Context: an optimization exercise on an open-source flow, tuned for small area. The choices shown serve that exercise and are no tape-out recipe. In this exercise RTL edits were held to simulation tests only and were not proved equivalent to the original. Power and IR drop assume default switching activity. No driver is modelled on the clock port, so clocking that relies on it looks cheaper here than on a real chip.

==> flow/design.v (excerpt) <==
module cic_filter# (
parameter INPUT_DATA_WIDTH = 16,
parameter DECIMATION_RATIO_R = 2048,
parameter NUMBER_OF_STAGES_N = 5,
parameter OUTPUT_DATA_WIDTH = 32
)(
    input wire i_clk,
    input wire i_resetn,
    input wire signed [INPUT_DATA_WIDTH - 1 : 0] i_data,
    output wire o_clk,
    output reg signed [OUTPUT_DATA_WIDTH - 1 : 0] o_data
);
==> module cic_filter, before the edit <==
module cic_filter# (
parameter INPUT_DATA_WIDTH = 16,
parameter DECIMATION_RATIO_R = 2048,
parameter NUMBER_OF_STAGES_N = 5,
parameter OUTPUT_DATA_WIDTH = 32
)(
    input wire i_clk,
    input wire i_resetn,
    input wire signed [INPUT_DATA_WIDTH - 1 : 0] i_data,
    output wire o_clk,
    output reg signed [OUTPUT_DATA_WIDTH - 1 : 0] o_data
);
localparam W  = 71;      
localparam S0 = 11;      
localparam SW = 12;
localparam NS = 6;       
localparam QL = 252;     
localparam QW = QL - 40;  
localparam [W-1:0] K_B5 = 71'h0459c315ab030000;
localparam [W-1:0] P_S1 = 71'h040f37671356000000;
localparam [W-1:0] P_S2 = 71'h53d949b42000000000;
localparam [W-1:0] P_S3 = 71'h084007c00000000000;
localparam [W-1:0] P_S4 = 71'h5fe000000000000000;
localparam [4*W-1:0] P_S = {P_S4, P_S3, P_S2, P_S1};
function integer slc;
    input integer b;
    slc = (b < S0) ? 0 : 1 + (b - S0) / SW;
endfunction
function integer slo;
    input integer s;
    slo = (s == 0) ? 0 : S0 + (s - 1) * SW;
endfunction
reg [10:0] r_cnt;
always @(posedge i_clk or negedge i_resetn) begin
    if (~i_resetn) r_cnt <= 11'd0;
    else           r_cnt <= r_cnt + 11'd1;
end
assign o_clk = r_cnt[10];
reg r_ready, r_run;
always @(posedge i_clk or negedge i_resetn) begin
    if (~i_resetn) begin
        r_ready <= 1'b0;
        r_run   <= 1'b0;
    end else begin
        r_ready <= r_ready | r_cnt[9];
        r_run   <= 1'b1;
    end
end
reg [NS-1:0] r_dump;
always @(posedge i_clk or negedge i_resetn) begin
    if (~i_resetn) r_dump <= 0;
    else           r_dump <= {r_dump[NS-2:0], r_cnt == 11'd1021};
end
localparam XH = 16 - S0;      
wire [15:0]  w_xu = {~i_data[15], i_data[14:0]};
reg [XH-1:0] r_xd1;           
always @(posedge i_clk or negedge i_resetn) begin
    if (~i_resetn) r_xd1 <= 0;
    else           r_xd1 <= w_xu[15:S0];
end
reg  [4*W-1:0] r_int;
reg  [W-1:0]   r_b5;
reg  [5*NS-1:0] r_cy;        
wire [5*W-1:0] w_acc = {r_b5, r_int};
wire [5*W-1:0] w_sum;
wire [5*W-1:0] w_co;
wire [NS-1:0]  w_keep = ~r_dump;
genvar gi, gb;
generate
    for (gi = 0; gi < 5; gi = gi + 1) begin : INT
        for (gb = 0; gb < W; gb = gb + 1) begin : BIT
            wire a, b, ci;
            if (gi == 4)
                assign a = r_run ? (w_acc[W*gi + gb] & w_keep[slc(gb)]) : K_B5[gb];
            else
                assign a = w_acc[W*gi + gb];
            if (gi == 0) begin
                if (gb < S0)        assign b = w_xu[gb];
                else if (gb < 16)   assign b = r_xd1[gb - S0];
                else                assign b = 1'b0;
            end else begin
                assign b = w_acc[W*(gi-1) + gb];
            end
            if (gb == 0)
                assign ci = 1'b0;
            else if (gb == slo(slc(gb)))
                assign ci = r_cy[NS*gi + slc(gb)];
            else
                assign ci = w_co[W*gi + gb - 1];
            assign w_sum[W*gi + gb] = a ^ b ^ ci;
            assign w_co[W*gi + gb]  = (a & b) | (a & ci) | (b & ci);
        end
    end
endgenerate
integer ii, ss;
always @(posedge i_clk or negedge i_resetn) begin
    if (~i_resetn) begin
        r_int <= 0;
        r_cy <= 0;
    end else begin
        r_int <= w_sum[4*W-1:0];
        for (ii = 0; ii < 5; ii = ii + 1)
            for (ss = 1; ss < NS; ss = ss + 1)
                r_cy[NS*ii + ss] <= w_co[W*ii + slo(ss) - 1];
    end
end
always @(posedge i_clk)
    r_b5 <= w_sum[5*W-1:4*W];
localparam CL = W - NS + 1;   
reg  [QL-1:0] r_q;
reg  [CL-1:0] w_cap_nxt;
wire w_qin, w_res;
integer pp, s2;
always @* begin
    for (pp = 0; pp < CL; pp = pp + 1) begin
        w_cap_nxt[pp] = r_q[pp+1];
        for (s2 = 0; s2 < NS; s2 = s2 + 1)
            if ((slc(pp + s2) == s2) && (pp + s2 < W))
                w_cap_nxt[pp] = w_cap_nxt[pp] | (r_dump[s2] & r_b5[pp + s2]);
    end
end
always @(posedge i_clk)
    r_q <= {w_qin, r_q[QL-1:QW+2], w_qwr ? w_res : r_q[QW+1], r_q[QW:CL+1], w_cap_nxt};
wire w_first = (r_cnt == 11'd1023);
wire w_lo    = (r_cnt >= 11'd1023) && (r_cnt <= 11'd1086);
wire w_hi    = (r_cnt >= 11'd1087) && (r_cnt <= 11'd1093);
wire w_qwr   = (r_cnt >= 11'd1062) && (r_cnt <= 11'd1093);
reg [63:0] r_la [0:3];
reg [7:0]  r_lb [0:3];
reg [3:0]  r_br;              
wire [4:0] w_n;               
wire [3:0] w_s;
wire [3:0] w_bo;
assign w_n[0] = r_q[0];
genvar gj;
generate
    for (gj = 0; gj < 4; gj = gj + 1) begin : COMB
        assign w_s[gj] = w_hi ? r_lb[gj][0] : r_la[gj][0];
        wire nb = ~w_s[gj];
        wire [63:0] w_paw = {P_S[W*gj], P_S[W*gj + 1 +: 63]};
        wire [7:0]  w_pbw = {P_S[W*gj + 64], 1'b0, P_S[W*gj + 65 +: 6]};
        wire w_pa = w_paw[r_cnt[5:0]];
        wire w_pb = w_pbw[r_cnt[2:0]];
        wire ci = w_first | r_br[gj];
        assign w_n[gj+1] = w_n[gj] ^ nb ^ ci;
        assign w_bo[gj]  = (w_n[gj] & nb) | (w_n[gj] & ci) | (nb & ci);
        always @(posedge i_clk) begin
            r_br[gj]  <= w_bo[gj];
            r_la[gj]  <= {w_lo ? w_n[gj] : (r_ready ? r_la[gj][0] : w_pa), r_la[gj][63:1]};
            r_lb[gj]  <= {w_hi ? w_n[gj] : (r_ready ? r_lb[gj][0] : w_pb), r_lb[gj][7:1]};
        end
    end
endgenerate
wire w_qclr = ~r_ready
            | ((r_cnt >= 11'd1023) && (r_cnt <= 11'd1093))    
            | ((r_cnt >= 11'd75)   && (r_cnt <= 11'd106));    
assign w_qin = ~w_qclr & r_q[0];
assign w_res = w_n[4] ^ (r_cnt == 11'd1093);
reg r_ld;
always @(posedge i_clk or negedge i_resetn) begin
    if (~i_resetn) begin
        r_ld   <= 1'b0;
        o_data <= 0;
    end else begin
        r_ld   <= (r_cnt == 11'd2046);
        if (r_ld)
            o_data <= r_q[107:76];
    end
end
endmodule
clock: 6.0 ns
lec_check: 0
cap_margin: 20
core_margin: 2
core_utilization: 40
slew_margin: 20
standard.sh (not shown) runs the stock make flow with config.mk's settings and CLKGATE_MAP_FILE= SYNTH_SCRIPT=/design/flow/synth_recipe.tcl, a recipe that flattens the netlist after the stock synthesis.
==> flow/flow/run.sh <==
#!/bin/bash
# Own layout flow: the standard ORFS flow, with
#  - the standard synthesis unchanged (bash standard.sh synth), followed by
#    fa_polarity.py, which only moves inverters around full-adder cells
#    (flip-flops untouched), and the netlist is read into the flow again;
#  - a clock tree of clkbuf_16 sink buffers on larger clusters (clkbuf_8 above
#    them), no dummy loads;
#  - the port buffers made with buf_1.
# Each tool's output goes to a log file in this folder.
set -euo pipefail
cd "$(dirname "$0")/.."
R="$PWD/orfs/results/$FLOW_PLATFORM/cic_filter/base"
CTS="-sink_clustering_enable -repair_clock_nets -buf_list sky130_fd_sc_hd__clkbuf_8 -root_buf sky130_fd_sc_hd__clkbuf_8 -sink_clustering_buffer sky130_fd_sc_hd__clkbuf_16"
CTS="$CTS -sink_clustering_size 30 -sink_clustering_max_diameter 150 -dont_use_dummy_load"
ARGS=("CTS_ARGS=$CTS" "BUFFER_PORTS_ARGS=-buffer_cell sky130_fd_sc_hd__buf_1")

bash standard.sh "${ARGS[@]}" synth > flow_synth.log 2>&1
cp "$R/1_2_yosys.v" "$R/1_2_yosys_standard.v"
python3 flow/fa_polarity.py "$R/1_2_yosys_standard.v" "$R/1_2_yosys.v" > flow_fa_polarity.log 2>&1
touch "$R/1_2_yosys.v"
bash standard.sh "${ARGS[@]}" finish > flow_layout.log 2>&1
test -f out/final.def
Other scripts of this flow, unchanged in this note and not shown: flow/flow/fa_polarity.py
Change:
--- a/flow/design.v
+++ b/flow/design.v
@@ -157,16 +157,11 @@
             | ((r_cnt >= 11'd1023) && (r_cnt <= 11'd1093))    
             | ((r_cnt >= 11'd75)   && (r_cnt <= 11'd106));    
 assign w_qin = ~w_qclr & r_q[0];
 assign w_res = w_n[4] ^ (r_cnt == 11'd1093);
-reg r_ld;
 always @(posedge i_clk or negedge i_resetn) begin
-    if (~i_resetn) begin
-        r_ld   <= 1'b0;
+    if (~i_resetn)
         o_data <= 0;
-    end else begin
-        r_ld   <= (r_cnt == 11'd2046);
-        if (r_ld)
-            o_data <= r_q[107:76];
-    end
+    else if (r_cnt == 11'd2047)
+        o_data <= r_q[107:76];
 end
 endmodule
The changed run completed with no timing, DRC or antenna violations.
Global-route usage grows by 0.28 points.
Synthesized cell count barely changes.
Cell count is about the same.
Die area increases by 0.57%.
Clock skew went down by 0.017 ns.
Combinational power is about the same.

## port drivers added, routing unchanged
The results above use ideal ports. As a check the final layouts listed here were re-extracted and re-timed, cells and wires unchanged. Step 1, drivers: a clkbuf_16 drives i_clk and a buf_2 each remaining input, both assumed. Step 2, shift: input delay + t, output delay - t, t = (earliest + latest rising clock arrival at the registers) / 2. This alone moves slack from input paths to output paths. Slacks: ideal / step 1 / step 2; pairs: ideal / step 1.
run | t (ns) | setup slack, ns | latest minus earliest clock arrival (ns) | cell pins on the clock port's net
the first run | 0.734 | 0.220 / 0.220 / 0.220 | 0.103 / 0.103 | 1
the second run | 0.725 | 0.197 / 0.197 / 0.197 | 0.085 / 0.085 | 1
After both steps every run listed still meets setup and hold.
